Source: an optimization exercise on an open RTL-to-GDS flow (aim: small area and a short achievable clock period). Production flows keep margins and buffers that such runs may drop. The RTL was checked by simulation tests, not by an equivalence proof against the original design. Power is estimated from default activity; no workload was simulated.

== lane 1 ==
==> flow/design.v <==
module rd_ao222n (
    input  wire a1, a2, b1, b2, c1, c2,
    output wire y
);
    assign y = ~((a1 & a2) | (b1 & b2) | (c1 & c2));
endmodule
module rd_ao22n (
    input  wire a1, a2, b1, b2,
    output wire y
);
    assign y = ~((a1 & a2) | (b1 & b2));
endmodule
module rd_o31ai (
    input  wire a1, a2, a3, b1,
    output wire y
);
    assign y = ~((a1 | a2 | a3) & b1);
endmodule
module rd_nand2 (
    input  wire a, b,
    output wire y
);
    assign y = ~(a & b);
endmodule
module rd_nand3 (
    input  wire a, b, c,
    output wire y
);
    assign y = ~(a & b & c);
endmodule
module rd_nand4 (
    input  wire a, b, c, d,
    output wire y
);
    assign y = ~(a & b & c & d);
endmodule
module rd_or31 (
    input  wire [30:0] sel,
    input  wire [30:0] d,
    output wire [2:0]  y
);
    wire [10:0] t;
    genvar p;
    generate
        for (p = 0; p < 10; p = p + 1) begin : g_tri
            rd_ao222n u_ao (
                .a1(sel[3*p]),   .a2(d[3*p]),
                .b1(sel[3*p+1]), .b2(d[3*p+1]),
                .c1(sel[3*p+2]), .c2(d[3*p+2]),
                .y (t[p])
            );
        end
    endgenerate
    rd_nand2 u_last (.a(sel[30]), .b(d[30]), .y(t[10]));
    rd_nand4 u_n0 (.a(t[0]), .b(t[1]), .c(t[2]), .d(t[3]), .y(y[0]));
    rd_nand4 u_n1 (.a(t[4]), .b(t[5]), .c(t[6]), .d(t[7]), .y(y[1]));
    rd_nand3 u_n2 (.a(t[8]), .b(t[9]), .c(t[10]), .y(y[2]));
endmodule
module fifo_mem #(
    parameter int DWIDTH = 32,
    parameter int NROWS  = 31
) (   
    input  wire              clk,
    input  wire [NROWS-1:0]  wsel, rsel,
    input  wire [DWIDTH-1:0] wdata,
    output wire [DWIDTH-1:0] rpart0, rpart1, rpart2
);  
    reg [DWIDTH-1:0] mem[NROWS];
    genvar i, j;
    generate
        for (i = 0; i < NROWS; i = i + 1) begin : g_row
            always @(posedge clk) begin
                if (wsel[i]) mem[i] <= wdata;
            end
        end
        for (j = 0; j < DWIDTH; j = j + 1) begin : g_bit
            wire [NROWS-1:0] col;
            for (i = 0; i < NROWS; i = i + 1) begin : g_col
                assign col[i] = mem[i][j];
            end
            rd_or31 u_or (.sel(rsel), .d(col), .y({rpart2[j], rpart1[j], rpart0[j]}));
        end
    endgenerate
endmodule
module sync_fifo #(
    parameter DWIDTH = 32,
    parameter AWIDTH = 5
) (
    input  wire              clk, rstn,
    input  wire              wren, rden,
    input  wire [DWIDTH-1:0] din,
    output wire [DWIDTH-1:0] dout,
    output wire              full,
    output wire              empty
);   
    localparam DEPTH = 1 << AWIDTH;
    localparam NROWS = DEPTH - 1;
    localparam JW = DEPTH / 2;
    reg [AWIDTH:0]   cnt;         
    reg              empty_q;     
    reg              one_q;       
    reg              full_q;      
    reg [JW-1:0]     wptr;        
    reg [NROWS-1:0]  rsel;        
    reg [DWIDTH-1:0] head;        
    wire do_wr = wren & ~full_q;
    wire do_rd = rden & ~empty_q;
    wire load_din = empty_q | (one_q & rden);
    wire load_buf = rden & ~empty_q & ~one_q;
    wire hold = ~load_din & ~load_buf;
    wire wr_buf = do_wr & ~load_din;
    function automatic [JW-1:0] john_next(input [JW-1:0] p);
        john_next = {p[JW-2:0], ~(p[JW-1] & p[JW-2])};
    endfunction
    reg [NROWS-1:0] wsel;
    always @(*) begin
        for (int k = 0; k < NROWS; k = k + 1) begin
            if (k < JW - 1)
                wsel[k] = ~full_q & wptr[k] & ~wptr[k+1];
            else if (k == JW - 1)
                wsel[k] = ~full_q & wptr[JW-1] & wptr[0];
            else
                wsel[k] = ~full_q & ~wptr[k-JW] & wptr[k-JW+1];
        end
    end
    wire [DWIDTH-1:0] rpart0, rpart1, rpart2;
    fifo_mem #(
        .DWIDTH(DWIDTH),
        .NROWS (NROWS)
    ) u_fifomem (
        .clk   (clk),
        .wsel  (wsel),
        .rsel  (rsel),
        .wdata (din),
        .rpart0(rpart0),
        .rpart1(rpart1),
        .rpart2(rpart2)
    );
    wire [DWIDTH-1:0] head_nxt, hx, hy;
    genvar j;
    generate
        for (j = 0; j < DWIDTH; j = j + 1) begin : g_head
            rd_o31ai u_x (
                .a1(rpart0[j]), .a2(rpart1[j]), .a3(rpart2[j]), .b1(load_buf), .y(hx[j])
            );
            rd_ao22n u_y (.a1(load_din), .a2(din[j]), .b1(hold), .b2(head[j]), .y(hy[j]));
            rd_nand2 u_h (.a(hx[j]), .b(hy[j]), .y(head_nxt[j]));
        end
    endgenerate
    always @(posedge clk) begin
        head <= head_nxt;
    end
    wire inc = do_wr & ~do_rd;
    wire dec = do_rd & ~do_wr;
    wire [AWIDTH:0] cnt_up, cnt_dn;
    wire cnt_is31, cnt_is2;
    fifo_cnt_step u_step (
        .c   (cnt),
        .up  (cnt_up),
        .dn  (cnt_dn),
        .is31(cnt_is31),
        .is2 (cnt_is2)
    );
    wire empty_nxt = inc ? 1'b0 : dec ? one_q : empty_q;
    wire one_nxt   = inc ? empty_q : dec ? cnt_is2 : one_q;
    wire full_nxt  = inc ? cnt_is31 : dec ? 1'b0 : full_q;
    always @(posedge clk or negedge rstn) begin
        if (~rstn) begin
            cnt     <= 0;
            empty_q <= 1'b1;
            one_q   <= 1'b0;
            full_q  <= 1'b0;
            wptr    <= 1;
            rsel    <= 1;
        end else begin
            cnt     <= inc ? cnt_up : dec ? cnt_dn : cnt;
            empty_q <= empty_nxt;
            one_q   <= one_nxt;
            full_q  <= full_nxt;
            if (wr_buf) wptr <= john_next(wptr);
            if (load_buf) rsel <= {rsel[NROWS-2:0], rsel[NROWS-1]};
        end
    end
    assign dout = head;
    assign empty = empty_q;
    assign full  = full_q;
endmodule
module fifo_cnt_step (
    input  wire [5:0] c,
    output wire [5:0] up,
    output wire [5:0] dn,
    output wire       is31,
    output wire       is2
);
    assign up   = c + 1'b1;
    assign dn   = c - 1'b1;
    assign is31 = c == 6'd31;
    assign is2  = c == 6'd2;
endmodule
clock: 4.0 ns
lec_check: 0
cap_margin: 20
core_margin: 2
core_utilization: 65
cts_cluster_diameter: 100
cts_cluster_size: 25
place_density: 0.85
setup_slack_margin: 1.95
slew_margin: 20
synth_hierarchical: 1
synth_minimum_keep_size: 0
run.sh (not shown) runs the stock make flow with config.mk's settings and CLKGATE_MAP_FILE= SYNTH_SCRIPT=/design/flow/synth_recipe.tcl, a recipe that flattens the netlist after the stock synthesis.
For lane 2, these inputs were changed with respect to lane 1:
--- a/flow/design.v
+++ b/flow/design.v
@@ -100,13 +100,15 @@
     reg              empty_q;     
     reg              one_q;       
     reg              full_q;      
+    reg              nempty_q;    
+    reg              nfull_q;     
     reg [JW-1:0]     wptr;        
     reg [NROWS-1:0]  rsel;        
     reg [DWIDTH-1:0] head;        
-    wire do_wr = wren & ~full_q;
-    wire do_rd = rden & ~empty_q;
-    wire load_din = empty_q | (one_q & rden);
-    wire load_buf = rden & ~empty_q & ~one_q;
+    wire do_wr = wren & nfull_q;
+    wire do_rd = rden & nempty_q;
+    wire load_din = ~nempty_q | (one_q & rden);
+    wire load_buf = rden & nempty_q & ~one_q;
     wire hold = ~load_din & ~load_buf;
     wire wr_buf = do_wr & ~load_din;
     function automatic [JW-1:0] john_next(input [JW-1:0] p);
@@ -116,11 +118,11 @@
     always @(*) begin
         for (int k = 0; k < NROWS; k = k + 1) begin
             if (k < JW - 1)
-                wsel[k] = ~full_q & wptr[k] & ~wptr[k+1];
+                wsel[k] = nfull_q & wptr[k] & ~wptr[k+1];
             else if (k == JW - 1)
-                wsel[k] = ~full_q & wptr[JW-1] & wptr[0];
+                wsel[k] = nfull_q & wptr[JW-1] & wptr[0];
             else
-                wsel[k] = ~full_q & ~wptr[k-JW] & wptr[k-JW+1];
+                wsel[k] = nfull_q & ~wptr[k-JW] & wptr[k-JW+1];
         end
     end
     wire [DWIDTH-1:0] rpart0, rpart1, rpart2;
@@ -161,15 +163,17 @@
         .is31(cnt_is31),
         .is2 (cnt_is2)
     );
-    wire empty_nxt = inc ? 1'b0 : dec ? one_q : empty_q;
-    wire one_nxt   = inc ? empty_q : dec ? cnt_is2 : one_q;
-    wire full_nxt  = inc ? cnt_is31 : dec ? 1'b0 : full_q;
+    wire empty_nxt = inc ? 1'b0 : dec ? one_q : ~nempty_q;
+    wire one_nxt   = inc ? ~nempty_q : dec ? cnt_is2 : one_q;
+    wire full_nxt  = inc ? cnt_is31 : dec ? 1'b0 : ~nfull_q;
     always @(posedge clk or negedge rstn) begin
         if (~rstn) begin
             cnt     <= 0;
             empty_q <= 1'b1;
             one_q   <= 1'b0;
             full_q  <= 1'b0;
+            nempty_q <= 1'b0;
+            nfull_q <= 1'b1;
             wptr    <= 1;
             rsel    <= 1;
         end else begin
@@ -177,6 +181,8 @@
             empty_q <= empty_nxt;
             one_q   <= one_nxt;
             full_q  <= full_nxt;
+            nempty_q <= ~empty_nxt;
+            nfull_q <= ~full_nxt;
             if (wr_buf) wptr <= john_next(wptr);
             if (load_buf) rsel <= {rsel[NROWS-2:0], rsel[NROWS-1]};
         end
Results
- Summary of lane 2 over lane 1: count of nets after finishing decreased 0.38%, signed area change from the synthesized netlist to the final layout decreased 0.41 points, power after layout decreased 32%.
- In lane 2, clock buffer instance count of the final layout is higher than in lane 1.
- u_fifomem.mem[6][9] as the critical path endpoint was reported by lane 2, and full by lane 1.
- Looking at lane 1 and lane 2, the share of layout cells above drive strength 1 is a wash.
- Diff lane 1 -> lane 2: register-to-register slack decreased 0.20 ns, XOR/XNOR share of the synthesized area essentially unchanged.
- Diff lane 1 -> lane 2: cell leakage power down about 3%, fmax down 7.9%, share of power burned in combinational logic down 15 points.

==> static timing again, ports no longer ideal <==
Ports are ideal in the flow. The routed layouts listed here were re-timed in OpenROAD.
Step 1 assumes that a clkbuf_16 drives the clock port and a buf_2 every other input.
Step 2 adds t to the input delays and takes it off the output delays; t is the mean of the earliest and latest rising clock arrival at the registers after step 1. Input paths then give back, and output paths get back, about the clock's delay inside the block.
Three values: no drivers, after step 1, after step 2; two values: the first two.
run	shift t [ns]	slack for setup (ns)	hold WS [ns]
lane 1	0.701	1.896 / 1.831 / 1.412	0.164 / 0.179 / 0.473
lane 2	0.698	1.716 / 1.716 / 1.582	0.269 / 0.233 / 0.482
After both steps setup and hold are still met in every run listed. The setup slack of lane 1, which loses most, moves by -0.065 ns with the drivers and by -0.484 ns with both steps.
